Background: an optimization exercise with open tools, aiming at small area, a short achievable clock period and few clock cycles. Do not read the settings as production practice.
Only simulation tests tie the RTL to the original design; equivalence was not proved.
Power is estimated from default activity; no workload was simulated.

Setup of fjord:
## Mips_core
module Mips_core( input clock , input reset ,
	output wire [31:0] imem_addr , input [31:0] imem_data ,
	output wire [6:0] dmem_addr , input [31:0] dmem_data ,
	output reg wb_valid , output reg [4:0] wb_reg , output reg [31:0] wb_data
    );
For scale: ~4,700 cells after synthesis, ~1,200 flip-flops, roughly 140 I/O pins.
export LEC_CHECK = 0
export CAP_MARGIN = 20
export CORE_MARGIN = 2
export CORE_UTILIZATION = 40
export PLACE_DENSITY = 0.6
export SLEW_MARGIN = 20
create_clock -name core_clock -period 9.0 [get_ports {clock}]
standard.sh (not shown) runs the stock make flow with config.mk's settings and CLKGATE_MAP_FILE= SYNTH_SCRIPT=/design/flow/synth_recipe.tcl, a recipe that flattens the netlist after the stock synthesis.
==> flow/flow/run.sh <==
#!/bin/bash
# The standard layout (standard.sh: unchanged synthesis, the design's clock
# and constraints), with some settings changed for the later steps:
#  - the port buffers are buf_4 cells instead of the default delay buffers;
#  - the clock tree is built from clkbuf_8 cells.
# Each step's full output goes to its own log file in this folder.
set -euo pipefail
MARGIN=5
sed "s|CLKGATE_MAP_FILE= |CLKGATE_MAP_FILE= SETUP_SLACK_MARGIN=$MARGIN 'BUFFER_PORTS_ARGS=-buffer_cell sky130_fd_sc_hd__buf_4' 'CTS_BUF_LIST=sky130_fd_sc_hd__clkbuf_8' |" standard.sh > standard_tuned.sh
bash standard.sh synth > synth.log 2>&1
bash standard_tuned.sh floorplan > floorplan.log 2>&1
bash standard_tuned.sh place > place.log 2>&1
bash standard_tuned.sh cts > cts.log 2>&1
bash standard_tuned.sh route > route.log 2>&1
bash standard_tuned.sh finish > finish.log 2>&1
test -f out/final.def
Testbench counts of fjord, summed over its fixed seeds: cycles 26,702.
For indigo, these inputs were changed with respect to fjord:
- changing PLACE_DENSITY from 0.6 to 0.68
- changing CORE_UTILIZATION from 40 to 52
Findings:
Going from fjord to indigo, aggregate global-route resource usage rose 11 points, count of vias placed by the detailed router about even, total power of the final layout fell about 1.4%.
The inputs of willow differ from those of indigo as listed below.
- a change of CORE_UTILIZATION from 52 to 40
- a change of PLACE_DENSITY from 0.68 to 0.6
==> flow/run.sh (new file) <==
#!/bin/bash
# synth_recipe.tcl (not shown) runs the flow's synth.tcl, then flattens the netlist and writes it again
# the make line also repeats each setting of config.mk as NAME=value (left out here)
make -C /OpenROAD-flow-scripts/flow DESIGN_CONFIG=/design/flow/config.mk WORK_HOME=/design/flow/orfs CLKGATE_MAP_FILE= SYNTH_SCRIPT=/design/flow/synth_recipe.tcl finish
removed: flow/flow/run.sh
removed: flow/standard.sh
==> results.txt <==
- Final cell area excluding filler cells: lower on willow
- Between indigo and willow, the area of the die is higher for willow.
- Sum of routed wire length over all layers: willow > indigo
- Diff indigo..willow | synthesized area | unchanged
- Lower part of the total power dissipated in the clock network goes to indigo over willow.
- For indigo, the slowest library cell on the worst path was a21oi_1, unlike willow, where it was nor2_4.
Setup changes, willow to sierra
==> flow/flow/run.sh (new file) <==
#!/bin/bash
# The standard layout (standard.sh: unchanged synthesis, the design's clock
# and constraints), with two settings changed for the later steps:
#  - the port buffers are buf_4 cells instead of the default delay buffers.
# Each step's full output goes to its own log file in this folder.
set -euo pipefail
MARGIN=5.5
sed "s|CLKGATE_MAP_FILE= |CLKGATE_MAP_FILE= SETUP_SLACK_MARGIN=$MARGIN 'BUFFER_PORTS_ARGS=-buffer_cell sky130_fd_sc_hd__buf_4' |" standard.sh > standard_tuned.sh
bash standard.sh synth > synth.log 2>&1
bash standard_tuned.sh floorplan > floorplan.log 2>&1
bash standard_tuned.sh place > place.log 2>&1
bash standard_tuned.sh cts > cts.log 2>&1
bash standard_tuned.sh route > route.log 2>&1
bash standard_tuned.sh finish > finish.log 2>&1
test -f out/final.def
==> flow/standard.sh (new file) <==
#!/bin/bash
# synth_recipe.tcl (not shown) runs the flow's synth.tcl, then flattens the netlist and writes it again
# the make line also repeats each setting of config.mk as NAME=value (left out here)
make -C /OpenROAD-flow-scripts/flow DESIGN_CONFIG=/design/flow/config.mk WORK_HOME=/design/flow/orfs CLKGATE_MAP_FILE= SYNTH_SCRIPT=/design/flow/synth_recipe.tcl "${@:-finish}"
removed: flow/run.sh
## What came out
- sierra: PASS, flow complete, no timing, DRC or antenna violations
- When the final numbers for sierra and willow were put side by side, the logic depth of the worst register-to-register path turned out to be smaller in willow.
- sierra against willow: design area has increased, fraction of standard cell area in multi-input logic saw little to no change, die area closely matched the old numbers, met3 usage +10 points, final critical-path share of the clock period -21 points.


Starting RTL as in the previous note.
==> flow/config.mk <==
export PLATFORM = sky130hd
export DESIGN_NAME = Mips_core
export DESIGN_NICKNAME = Mips_core
export VERILOG_FILES = /design/flow/design.v
export SDC_FILE = /design/flow/constraint.sdc
export NUM_CORES = 4
export LEC_CHECK = 0
export CAP_MARGIN = 20
export CORE_MARGIN = 2
export CORE_UTILIZATION = 40
export PLACE_DENSITY = 0.6
export SLEW_MARGIN = 20
==> flow/constraint.sdc <==
create_clock -name core_clock -period 9.0 [get_ports {clock}]
set_input_delay 1.8000 -clock core_clock [delete_from_list [all_inputs] [get_ports {clock}]]
set_output_delay 1.8000 -clock core_clock [all_outputs]
set_load 0.01 [all_outputs]
==> flow/flow/run.sh <==
#!/bin/bash
# The standard layout (standard.sh: unchanged synthesis, the design's clock
# and constraints), with some settings changed for the later steps:
#  - the port buffers are buf_4 cells instead of the default delay buffers;
#  - the clock tree is built from clkbuf_8 cells.
# Each step's full output goes to its own log file in this folder.
set -euo pipefail
MARGIN=4.75
sed "s|CLKGATE_MAP_FILE= |CLKGATE_MAP_FILE= SETUP_SLACK_MARGIN=$MARGIN 'BUFFER_PORTS_ARGS=-buffer_cell sky130_fd_sc_hd__buf_4' 'CTS_BUF_LIST=sky130_fd_sc_hd__clkbuf_8' |" standard.sh > standard_tuned.sh
bash standard.sh synth > synth.log 2>&1
bash standard_tuned.sh floorplan > floorplan.log 2>&1
bash standard_tuned.sh place > place.log 2>&1
bash standard_tuned.sh cts > cts.log 2>&1
bash standard_tuned.sh route > route.log 2>&1
bash standard_tuned.sh finish > finish.log 2>&1
test -f out/final.def
The baseline finished clean.
Testbench counts at the start, summed over its fixed seeds: cycles 26,702.
Edit:
==> flow/run.sh (new file) <==
#!/bin/bash
# synth_recipe.tcl (not shown) runs the flow's synth.tcl, then flattens the netlist and writes it again
# the make line also repeats each setting of config.mk as NAME=value (left out here)
make -C /OpenROAD-flow-scripts/flow DESIGN_CONFIG=/design/flow/config.mk WORK_HOME=/design/flow/orfs CLKGATE_MAP_FILE= SYNTH_SCRIPT=/design/flow/synth_recipe.tcl finish
- SETUP_SLACK_MARGIN: default -> 5
removed: flow/flow/run.sh
removed: flow/standard.sh
Power went up by 6.4%.
Cell area went up by 4.4%.
Core utilization went up by 2.1 points.
Sequential share of layout area went down by 2.2 points.
Synthesized area stays the same.
Register-to-register slack gets better by 0.30 ns.
Fmax went up by 4.7%.
Critical path depth stays the same.

## afterwards: timing with drivers on the ports
Ports are ideal in the flow. The routed layouts listed here were re-timed in OpenROAD. Step 1 (the two cells are an assumption about what drives the block):
set clk [get_ports {clock}]
set_driving_cell -lib_cell sky130_fd_sc_hd__clkbuf_16 $clk
set_driving_cell -lib_cell sky130_fd_sc_hd__buf_2 [delete_from_list [all_inputs] $clk]
Step 2 moves the port delays by t, midway between the first and last clock arrival at a register: inputs arrive t later, outputs are due t later. That takes back most of the time a late clock gives input paths. a / b / c = ideal ports / drivers / drivers and shift; a / b = the first two.
run	shift t [ns]	setup WS [ns]	worst register clock-pin slew, ns
fjord	1.032	4.871 / 4.923 / 3.890	0.08 / 0.08
indigo	0.991	4.801 / 4.778 / 3.787	0.07 / 0.07
willow	0.871	2.976 / 3.026 / 2.155	0.07 / 0.07
sierra	0.869	4.870 / 4.826 / 3.957	0.07 / 0.07
the first run of note 2	1.046	4.629 / 4.675 / 3.630	0.07 / 0.07
the second run of note 2	0.865	4.825 / 4.876 / 4.011	0.07 / 0.07
After both steps every run listed still meets setup and hold. For indigo, which loses most, drivers alone change the setup slack by -0.023 ns; drivers and shift together by -1.014 ns.
